Context: an optimization exercise on an open-source flow, tuned for small area. The choices shown serve that exercise and are no tape-out recipe.
The RTL was checked by simulation tests, not by an equivalence proof against the original design.
No activity file was given, so power comes from the tool's default toggle rates.

==> design.v <==
`timescale 1ns / 1ps
module FreqCounter(
	 input clock,
	 input reset,
	 input IPS_left,
     input IPS_mid,
     input IPS_right,
	 input signalleftred,
	 input signalleftblue,
	 input signalrightred,
	 input signalrightblue,	 
	 output right_red,
	 output left_red,
	 output left_forward,
     output left_backward,
     output right_forward,
     output right_backward,
	 output a, b, c, d, e, f, g,  
     output [3:0]an
    );
parameter countToR = 53711;  
parameter countToL = 53711;  
parameter Delay = 195313;  
reg [15:0] right_red_freq_count;
reg [15:0] left_red_freq_count;
reg [15:0] right_blue_freq_count;
reg [15:0] left_blue_freq_count;
reg [15:0] freq_outR;
reg [15:0] freqHold0R;
reg [15:0] freqHold1R;
reg [15:0] freqHold2R;
reg [15:0] freqHold3R;
reg [15:0] freqHold4R;
reg [15:0] freqHold5R;
reg [15:0] freqHold6R;
reg [15:0] freqHold7R;
reg [15:0] freqHold8R;
reg [15:0] freqHold9R;
reg [15:0] freqHold10R;
reg [15:0] freqHold11R;
reg [15:0] freqHold12R;
reg [15:0] freqHold13R;
reg [15:0] freqHold14R;
reg [15:0] freqHold15R;
reg [15:0] freq_outL;
reg [15:0] freqHold0L;
reg [15:0] freqHold1L;
reg [15:0] freqHold2L;
reg [15:0] freqHold3L;
reg [15:0] freqHold4L;
reg [15:0] freqHold5L;
reg [15:0] freqHold6L;
reg [15:0] freqHold7L;
reg [15:0] freqHold8L;
reg [15:0] freqHold9L;
reg [15:0] freqHold10L;
reg [15:0] freqHold11L;
reg [15:0] freqHold12L;
reg [15:0] freqHold13L;
reg [15:0] freqHold14L;
reg [15:0] freqHold15L;
reg temp_right_red;
reg temp_left_red;
reg [15:0] fcountR;
reg [15:0] fcountL;
reg [10:0] scounterR;
reg [10:0] scounterL;
reg [10:0] dcounter;
reg [10:0] swidthR;
reg [10:0] swidthL;
reg old_sig1;
reg old_sig2;
reg old_sig3;
reg old_sig4;
reg [4:0] debounce_sig1;
reg [4:0] debounce_sig2;
reg [4:0] debounce_sig3;
reg [4:0] debounce_sig4;
reg [2:0] avClkR;
reg [2:0] avClkL;
reg [18:0] freqTempR;
reg [18:0] freqTempL;
reg [3:0]temp_an;
reg [6:0]temp_sseg;
reg [9:0] mcounter;  
reg [9:0] mwidth;    
reg temp_left_forward;       
reg temp_left_backward;      
reg temp_right_forward;
reg temp_right_backward;
reg [2:0] state;
reg [17:0] servodelaycount;
reg incflag;
always @(posedge clock) begin
  if (reset) begin
	fcountR = 16'b0;
	fcountL = 16'b0;
	scounterR = 11'b0;
	scounterL = 11'b0;
	dcounter = 11'b0;
	old_sig1 = 1'b0;
	old_sig2 = 1'b0;
	old_sig3 = 1'b0;
	old_sig4 = 1'b0;
	freq_outR = 16'b0;
	freq_outL = 16'b0;
	right_red_freq_count = 16'b0;
	left_red_freq_count = 16'b0;
	right_blue_freq_count = 16'b0;
	left_blue_freq_count = 16'b0;
	avClkR = 3'b0;
	freqTempR <= 19'b0;
	freqHold0R = 16'b0;
	freqHold1R = 16'b0;
	freqHold2R = 16'b0;
	freqHold3R = 16'b0;
	freqHold4R = 16'b0;
	freqHold5R = 16'b0;
	freqHold6R = 16'b0;
	freqHold7R = 16'b0;
	freqHold8R = 16'b0;
	freqHold9R = 16'b0;
	freqHold10R = 16'b0;
	freqHold11R = 16'b0;
	freqHold12R = 16'b0;
	freqHold13R = 16'b0;
	freqHold14R = 16'b0;
	freqHold15R = 16'b0;
	avClkL = 3'b0;
	freqTempL <= 19'b0;
	freqHold0L = 16'b0;
	freqHold1L = 16'b0;
	freqHold2L = 16'b0;
	freqHold3L = 16'b0;
	freqHold4L = 16'b0;
	freqHold5L = 16'b0;
	freqHold6L = 16'b0;
	freqHold7L = 16'b0;
	freqHold8L = 16'b0;
	freqHold9L = 16'b0;
	freqHold10L = 16'b0;
	freqHold11L = 16'b0;
	freqHold12L = 16'b0;
	freqHold13L = 16'b0;
	freqHold14L = 16'b0;
	freqHold15L = 16'b0;
	debounce_sig1 = 5'b0;
	debounce_sig2 = 5'b0;
	debounce_sig3 = 5'b0;
	debounce_sig4 = 5'b0;
	temp_right_red <= 1'b0;
	temp_left_red <= 1'b0;
  end
  else begin
	fcountR = fcountR + 1;
	fcountL = fcountL + 1;
	scounterR = scounterR + 1;
	scounterL = scounterL + 1;
	dcounter = dcounter + 1;
	debounce_sig1[0] = signalleftred;
	debounce_sig2[0] = signalleftblue;
	debounce_sig3[0] = signalrightred;
	debounce_sig4[0] = signalrightblue;
	debounce_sig1 = debounce_sig1 << 1;
	debounce_sig2 = debounce_sig2 << 1;
	debounce_sig3 = debounce_sig3 << 1;
	debounce_sig4 = debounce_sig4 << 1;
	if ((&debounce_sig1) | (~&debounce_sig1))begin
		if ((signalleftred != old_sig1)) begin
			left_red_freq_count = left_red_freq_count +1;
		end
	end
	if ((&debounce_sig2) | (~&debounce_sig2))begin
        if ((signalleftblue != old_sig2)) begin
            left_blue_freq_count = left_blue_freq_count +1;
        end
    end	
	if ((&debounce_sig3) | (~&debounce_sig3))begin
        if ((signalrightred != old_sig3)) begin
            right_red_freq_count = right_red_freq_count +1;
        end
    end
	if ((&debounce_sig4) | (~&debounce_sig4))begin
        if ((signalrightblue != old_sig4)) begin
            right_blue_freq_count = right_blue_freq_count +1;
        end
    end        
	if (fcountR >= (countToR >> 4)) begin
		freq_outR = right_red_freq_count << 3; 
		freq_outR = right_blue_freq_count << 3; 
		fcountR = 0;
		right_red_freq_count = 0;		
		right_blue_freq_count = 0;
		avClkR = avClkR + 1;
	end
	case (avClkR)
            0 : freqHold0R = freq_outR;
            1 : freqHold1R = freq_outR;
            2 : freqHold2R = freq_outR;
            3 : freqHold3R = freq_outR;
            4 : freqHold4R = freq_outR;
            5 : freqHold5R = freq_outR;
            6 : freqHold6R = freq_outR;
            7 : begin
                    freqHold7R = freq_outR;
                    freqTempR <= freqHold0R + freqHold1R + freqHold2R + freqHold3R +freqHold4R + freqHold5R + freqHold6R + freqHold7R+freqHold8R + freqHold9R + freqHold10R + freqHold11R +freqHold12R + freqHold13R + freqHold14R + freqHold15R;
                 end
          default :;
      endcase
	if (fcountL >= (countToL >> 4)) begin		
		freq_outL = left_red_freq_count << 3; 
		freq_outL = left_blue_freq_count << 3; 
		fcountL = 0;		
		left_red_freq_count = 0;		
		left_blue_freq_count = 0;
		avClkL = avClkL + 1;
	end
    case (avClkL)
		0 : freqHold0L = freq_outL;
		1 : freqHold1L = freq_outL;
		2 : freqHold2L = freq_outL;
		3 : freqHold3L = freq_outL;
		4 : freqHold4L = freq_outL;
		5 : freqHold5L = freq_outL;
		6 : freqHold6L = freq_outL;
		7 : begin
				freqHold7L = freq_outL;
				freqTempL <= freqHold0L + freqHold1L + freqHold2L + freqHold3L +freqHold4L + freqHold5L + freqHold6L + freqHold7L + freqHold8L + freqHold9L + freqHold10L + freqHold11L +freqHold12L + freqHold13L + freqHold14L + freqHold15L;
			 end
		default :;
	endcase
	old_sig1 = signalleftred;
	old_sig2 = signalleftblue;
	old_sig3 = signalrightred;
	old_sig4 = signalrightblue;
	freqHold8R = freqHold0R;
	freqHold9R = freqHold1R;
	freqHold10R = freqHold2R;
	freqHold11R = freqHold3R;
	freqHold12R = freqHold4R;
	freqHold13R = freqHold5R;
	freqHold14R = freqHold6R;
	freqHold15R = freqHold7R;
    freqHold8L = freqHold0L;
    freqHold9L = freqHold1L;
    freqHold10L = freqHold2L;
    freqHold11L = freqHold3L;
    freqHold12L = freqHold4L;
    freqHold13L = freqHold5L;
    freqHold14L = freqHold6L;
    freqHold15L = freqHold7L;
    if (scounterR < swidthR) begin        
        temp_right_red <= 1;
    end
    else begin
        temp_right_red <= 0;
    end
    if (scounterL < swidthL) begin        
        temp_left_red <= 1;
    end
    else begin
        temp_left_red <= 0;
    end
  end
end
    always @ (posedge clock) begin
      if (reset) begin
        mcounter = 10'b0;
        temp_left_forward <= 1'b0;
        temp_left_backward <= 1'b0;
        temp_right_forward <= 1'b0;
        temp_right_backward <= 1'b0;
      end
      else begin
        mcounter = mcounter + 1;   
        if (IPS_left == 1 && IPS_mid == 1 && IPS_right == 0) begin              
            temp_left_backward <= 0;
            temp_right_forward <= 0;            
            if (mcounter < mwidth) begin
                temp_left_forward <= 1;
                temp_right_backward <= 1;
              end 
            else begin
                temp_left_forward <= 0;
                temp_right_backward <= 0;
              end            
        end
        if (IPS_left == 1 && IPS_mid == 0 && IPS_right == 1) begin              
            temp_left_backward <= 0;
            temp_right_backward <= 0;            
            if (mcounter < mwidth) begin
                temp_left_forward <= 1;
                temp_right_forward <= 1;
              end 
            else begin
                temp_left_forward <= 0;
                temp_right_forward <= 0;
              end            
        end
        if (IPS_left == 1 && IPS_mid == 0 && IPS_right == 0) begin              
            temp_left_backward <= 0;
            temp_right_forward <= 0;            
            temp_right_backward <= 0;
            if (mcounter < mwidth) begin
                temp_left_forward <= 1;                
              end 
            else begin
                temp_left_forward <= 0;                
              end            
        end 
        if (IPS_left == 0 && IPS_mid == 1 && IPS_right == 1) begin              
            temp_left_forward <= 0;
            temp_right_backward <= 0;            
            if (mcounter < mwidth) begin
                temp_left_backward <= 1;
                temp_right_forward <= 1;
              end 
            else begin
                temp_left_backward <= 0;
                temp_right_forward <= 0;
              end            
        end          
        if (IPS_left == 0 && IPS_mid == 0 && IPS_right == 1) begin              
            temp_left_forward <= 0;
            temp_left_backward <= 0;                        
            temp_right_backward <= 0;
            if (mcounter < mwidth) begin
                temp_right_forward <= 1;                
              end 
            else begin
                temp_right_forward <= 0;                
              end            
        end 
      end
    end
    always @ (*) begin
         if (IPS_left == 0 || IPS_mid == 0 || IPS_right == 0) begin   
             mwidth = 10'd1023;
         end
         else begin               
             mwidth = 10'd0;      
         end
       end
       always @(posedge clock) begin
          if (reset) begin
            swidthR <= 11'd220;
            swidthL <= 11'd59;
            state = 3'b000;
            servodelaycount = 18'b0;
            incflag = 1'b0;
          end
          else begin
            servodelaycount = servodelaycount + 1;
            case(state)
                3'b000: begin
                    incflag = 0;
                    if (((freqTempR >> 4) >= 250)) begin
                        state = 3'b100;
                    end
                    if (((freqTempL >> 4) >= 250)) begin
                        state = 3'b101;
                    end
                end    
                3'b001: begin 
                    if (incflag == 0) begin
                        swidthR <= swidthR - 11'd54;
                        incflag = 1;
                    end
                    if (servodelaycount>=Delay)begin
                        swidthL <= swidthL + 11'd54;
                        state = 3'b011;
                    end
                end
                3'b010: begin
                    if (incflag == 0) begin
                        swidthL <= swidthL + 11'd54;
                        incflag = 1;
                    end
                    if (servodelaycount>=Delay)begin
                        swidthR <= swidthR - 11'd54;
                        state = 3'b011;
                    end
                end
                3'b011: begin
                    servodelaycount = 0;
                    state = 3'b000;
                end 
                3'b100: begin
                    servodelaycount = 0;
                    state = 3'b001;
                end  
                3'b101: begin
                    servodelaycount = 0;
                    state = 3'b010;
                end           
           endcase
          end
       end
always @ (*) begin      
     case(dcounter[10:9])               
               2'b00 :   
                begin                 
                 temp_an = 4'b1110;
                  if (((freqTempR >> 4) >= 250) || ((freqTempL >> 4) >= 250)) begin
                    temp_sseg = 7'b1000110;   
                  end
                  else begin
                    temp_sseg = 7'b1111111;   
                  end
                end
              2'b01:   
                begin
                temp_an = 4'b1101;
                    if ((((freqTempR >> 4) < 250) &&  ((freqTempR >> 4) > 25)) || (((freqTempL >> 4) < 250) && ((freqTempL >> 4) > 25))) begin
                        temp_sseg = 7'b0001110;  
                    end 
                    else begin
                        temp_sseg = 7'b1111111;  
                    end
                end 
               2'b10:   
                begin
                 temp_an = 4'b1011;
                 temp_sseg = 7'b1111111;    
                end
               2'b11:   
                begin
                 temp_an = 4'b0111;                 
                 temp_sseg = 7'b1111111;   
                end
    endcase
end
  assign right_red = temp_right_red;
  assign left_red = temp_left_red;
  assign an = temp_an;
  assign {g, f, e, d, c, b, a} = temp_sseg;
  assign left_forward = temp_left_forward;
  assign left_backward = temp_left_backward;
  assign right_forward = temp_right_forward;        
  assign right_backward = temp_right_backward;
endmodule
==> run.sh <==
#!/bin/bash
# synth_recipe.tcl (not shown) runs the flow's synth.tcl, then flattens the netlist and writes it again
# the make line also repeats each setting of config.mk as NAME=value (left out here)
make -C /OpenROAD-flow-scripts/flow DESIGN_CONFIG=/design/flow/config.mk WORK_HOME=/design/flow/orfs CLKGATE_MAP_FILE= SYNTH_SCRIPT=/design/flow/synth_recipe.tcl finish
==> config.mk <==
export PLATFORM = sky130hd
export DESIGN_NAME = FreqCounter
export DESIGN_NICKNAME = FreqCounter
export VERILOG_FILES = /design/flow/design.v
export SDC_FILE = /design/flow/constraint.sdc
export NUM_CORES = 4
export LEC_CHECK = 0
export CAP_MARGIN = 20
export CORE_MARGIN = 2
export CORE_UTILIZATION = 40
export SLEW_MARGIN = 20
==> constraint.sdc <==
create_clock -name core_clock -period 10.0 [get_ports {clock}]
set_input_delay 2.0000 -clock core_clock [delete_from_list [all_inputs] [get_ports {clock}]]
set_output_delay 2.0000 -clock core_clock [all_outputs]
set_load 0.01 [all_outputs]
==> impl_metrics.sql <==
INSERT INTO impl_metrics (metric_group, metric, value, unit) VALUES
('run_status', 'status', 'complete, no violations', ''),
('logic_synthesis', 'synth_seq_area_share', '0.3507', ''),
('clocking', 'clock_tree.root_cell', 'sky130_fd_sc_hd__clkbuf_16', ''),
('drt', 'dr.pass1.iters', '5', ''),
('logic_synthesis', 'yosys_warnings', '1', ''),
('clocking', 'worst_skew_pair.late_latency', '610', 'ps'),
('logic_synthesis', 'synth.largest_area_cell', 'sky130_fd_sc_hd__dfxtp_1', ''),
('drt', 'post_drt_via_cell_ratio', '5.323', ''),
('timing', 'setup_total_negative_slack', '0', 'ps'),
('placed_design', 'place_congestion', '0.8174', ''),
('logic_synthesis', 'number_of_distinct_standard_cells_referenced_by_the_synthesized_netlist', '81', ''),
('timing', 'slew_headroom', '0.2266', ''),
('finish', 'final_net_count', '3194', ''),
('timing', 'max_fclk', '0.1230', 'GHz'),
('floorplan', 'rows', '95', ''),
('pwr', 'vdd_drop_max', '127.7', 'µV'),
('logic_synthesis', 'synth_area_per_cell', '9.127', 'µm²'),
('pwr', 'switching_power', '1.098', 'mW'),
('drt', 'routed-via-count', '20260', ''),
('global_route', 'grt_first_pass_wirelength', '103700', 'µm'),
('finish', 'layout-drive-gt1-share', '0.06103', ''),
('min_path', 'holdCritPathClass', 'register to register', ''),
('logic_synthesis', 'list_of_most_frequent_post_synthesis_cells', '473 x sky130_fd_sc_hd__dfxtp_1, 283 x sky130_fd_sc_hd__nor2_1, 282 x sky130_fd_sc_hd__inv_1', ''),
('timing', 'tightestPinTransition', '1131', 'ps'),
('worst_setup_path', 'startpoint_type', 'register', ''),
('placed_design', 'port_buffers', '21', ''),
('min_path', 'holdCritStartpoint', 'freq_outR[2]', ''),
('drt', 'routed_wire_length_per_instance', '16.29', 'µm'),
('logic_synthesis', 'number_of_flops_mapped_to_enable_cells_by_yosys', '0', ''),
('logic_synthesis', 'synth-async-reset-ratio', '0', ''),
('floorplan', 'start_util', '0.4027', ''),
('timing', 'post_route_clock_period_utilization', '0.8130', ''),
('clocking', 'number_of_buffers_created_by_cts', '52', ''),
('finish', 'finalInstanceArea', '29530', 'µm²'),
('timing', 'clock-skew-final', '24.17', 'ps'),
('placed_design', 'detailedPlace.worstSlack', '1265', 'ps'),
('pwr', 'cell_internal_pwr', '3.217', 'mW'),
('worst_setup_path', 'critical-path-max-stage-delay', '1000', 'ps'),
('timing', 'timing.final.ws_setup', '1870', 'ps'),
('floorplan', 'core_area', '67040', 'µm²'),
('floorplan', 'floorplan.io_pins', '26', ''),
('min_path', 'min_delay_path_depth', '2', ''),
('global_route', 'grt_use_total', '0.1786', ''),
('worst_setup_path', 'kind_of_cell_adding_the_most_delay_to_the_critical_path', 'compound AO/OA/AOI/OAI gates', ''),
('min_path', 'timing.hold.worst_endpoint', 'freq_outR[2]', ''),
('logic_synthesis', 'synth.most_common_cell', 'sky130_fd_sc_hd__dfxtp_1', ''),
('worst_setup_path', 'worst_path_max_delay_cell', 'sky130_fd_sc_hd__a2111oi_0', ''),
('worst_setup_path', 'r2r.worst_path.cells', '27', ''),
('pwr', 'power.density_cell_area', '146.1', 'nW/µm²'),
('drt', 'detailedRoute.firstIterationViolations', '1228', ''),
('global_route', 'grt.overflow.total', '0', ''),
('worst_setup_path', 'crit_fanout', '18', ''),
('finish', 'antennaDiodeCount', '0', ''),
('pwr', 'swShare', '0.2545', ''),
('worst_setup_path', 'end_kind', 'register', ''),
('global_route', 'first_global_vias', '20470', ''),
('floorplan', 'die_area', '69590', 'µm²'),
('clocking', 'post_cts_resize_count', '0', ''),
('clocking', 'worst_setup_hold_path_clk_slew', '60', 'ps'),
('worst_setup_path', 'crit_arrival', '8660', 'ps'),
('worst_setup_path', 'rr_endpoint', 'freqTempR[17]', ''),
('timing', 'grt_setup_unrepaired', 'no', ''),
('logic_synthesis', 'primary_flip_flop_cell_chosen_by_synthesis_mapping', 'sky130_fd_sc_hd__dfxtp_1', ''),
('pwr', 'power.static_leakage', '11.88', 'nW'),
('logic_synthesis', 'seq_cells_post_synth', '473', ''),
('worst_setup_path', 'setup.reg_to_reg.worst_slack', '1870', 'ps'),
('pwr', 'flop_pwr_share', '0.452', ''),
('timing', 'report.final.slew_viol_count', '0', ''),
('timing', 'final_period_minus_worst_setup_slack', '8130', 'ps'),
('drt', 'remaining_drc_errors', '0', ''),
('pwr', 'combPwrFrac', '0.096', '');
[registers in the layout, indices dropped and copies added (netlist names), 16 cells and up]
| name | flops |
|---|---|
| fcountL | 16 |
| fcountR | 16 |
| freqHold0L | 16 |
| freqHold10R | 16 |
| freqHold11L | 16 |
| freqHold11R | 16 |
| freqHold12L | 16 |
| freqHold13L | 16 |
| freqHold14L | 16 |
| freqHold15L | 16 |
| freqHold1L | 16 |
| freqHold2L | 16 |
| freqHold4R | 16 |
| freqHold5R | 16 |
| freqHold6R | 16 |
| freqHold7R | 16 |
| freqHold8R | 16 |
| freqHold9R | 16 |
| freq_outL | 16 |
| freq_outR | 16 |
| servodelaycount | 18 |
[final cells by class]
class                           count  area, µm²
Fill cell                        6521      37500
Multi-Input combinational cell   2039      15740
Sequential cell                   473       9469
Clock buffer                       75       1519
Tap cell                          873       1092
Inverter                          282       1059
Timing Repair Buffer               46      442.9
Clock inverter                     18      214.0
[how the worst max path moves through the flow]
stage	slack, ps	depth (start not counted)	endpoint	from
6_report	1870	27	freqTempR[17]	fcountR[0]
5_1_grt	1310	25	freqTempL[18]	signalleftblue
4_1_cts	1930	25	freqTempL[18]	signalleftblue
3_5_place_dp	1270	25	freqTempL[18]	signalleftblue
3_3_place_gp	1440	25	freqTempL[18]	signalleftblue
2_1_floorplan	2680	21	freqTempR[17]	signalrightblue
[worst min-delay path, delay by kind of cell (launching register included)]
family | cells | cell delay (ps)
flops | 1 | 300
buf+inv | 1 | 50
simple gates | 1 | 40
[through the flow]
step | power, mW | instances | utilization | hold slack (ps)
floorplan | 2.295 | 2966 | - | 408.1
global placement | 2.388 | 3711 | 0.4139 | 420.9
detailed placement | 2.401 | 3711 | 0.4140 | 422.8
CTS | 4.366 | 3804 | 0.4398 | 432.6
global route | 4.486 | 3806 | 0.4406 | 460.1
finish | 4.315 | 3806 | 0.4406 | 432.9
[power groups by stage]
stage                     Combinational (mW)  Clock [mW]  Sequential [mW]
after floorplan                        0.318           0             1.98
after global routing                   0.458        2.08             1.95
after CTS                              0.412        2.00             1.95
after global placement                 0.400           0             1.99
final                                  0.413        1.95             1.95
after detailed placement               0.411           0             1.99
[cell families after synthesis]
logic type,count (synthesis),share of synthesized area
other cells,2,0.0002782
simple gates,924,0.1675
xor+xnor,145,0.04704
fa+ha+maj,291,0.1960
compound gates,549,0.1207
flops,473,0.3507
mux,120,0.04718
buf+inv,454,0.07053
[placed cells by master (no fill, tap or decap), types with 12 or more instances in the layout]
cell	count
sky130_fd_sc_hd__inv_1	281
sky130_fd_sc_hd__xor2_1	51
sky130_fd_sc_hd__nor2_1	281
sky130_fd_sc_hd__nand4_1	24
sky130_fd_sc_hd__nor4_1	34
sky130_fd_sc_hd__o211ai_1	39
sky130_fd_sc_hd__a211oi_1	12
sky130_fd_sc_hd__nor3_1	44
sky130_fd_sc_hd__fa_1	220
sky130_fd_sc_hd__or3_1	14
sky130_fd_sc_hd__clkbuf_16	53
sky130_fd_sc_hd__and3_1	35
sky130_fd_sc_hd__mux2_4	12
sky130_fd_sc_hd__buf_4	22
sky130_fd_sc_hd__a21oi_1	247
sky130_fd_sc_hd__and2_1	57
sky130_fd_sc_hd__mux2i_1	99
sky130_fd_sc_hd__o21ai_0	158
sky130_fd_sc_hd__xnor2_1	94
sky130_fd_sc_hd__clkdlybuf4s50_1	20
sky130_fd_sc_hd__a21o_1	17
sky130_fd_sc_hd__dfxtp_1	473
sky130_fd_sc_hd__nand3_1	186
sky130_fd_sc_hd__ha_1	71
sky130_fd_sc_hd__nand2_1	157
sky130_fd_sc_hd__nand2b_1	20
[layer usage]
layer / global-route usage / routed length, µm
met5: 0 / 0
met4: 0.05482 / 1615
met3: 0.02461 / 2787
met2: 0.3079 / 30070
met1: 0.2324 / 27530

-- re-timing with driven ports --
The flow's constraints put no driver on any port. The routed layout listed below was extracted and timed again, unchanged, in two steps. Step 1 sets driving cells, clkbuf_16 on the clock port and buf_2 on the other inputs (assumed; they add their load-dependent delay and slew). Step 2 also shifts input and output timing later by t, the mid clock arrival at the registers, as if the neighbouring blocks saw the same clock. a / b / c = ideal / step 1 / step 2; a / b = the first two.
t (ns): 0.655
setup slack, ns: 1.870 / 1.870 / 1.274
worst register clock-pin slew, ns: 0.06 / 0.06
After both steps setup and hold are still met in this run. For this run, drivers alone change the setup slack by 0.000 ns; drivers and shift together by -0.596 ns.
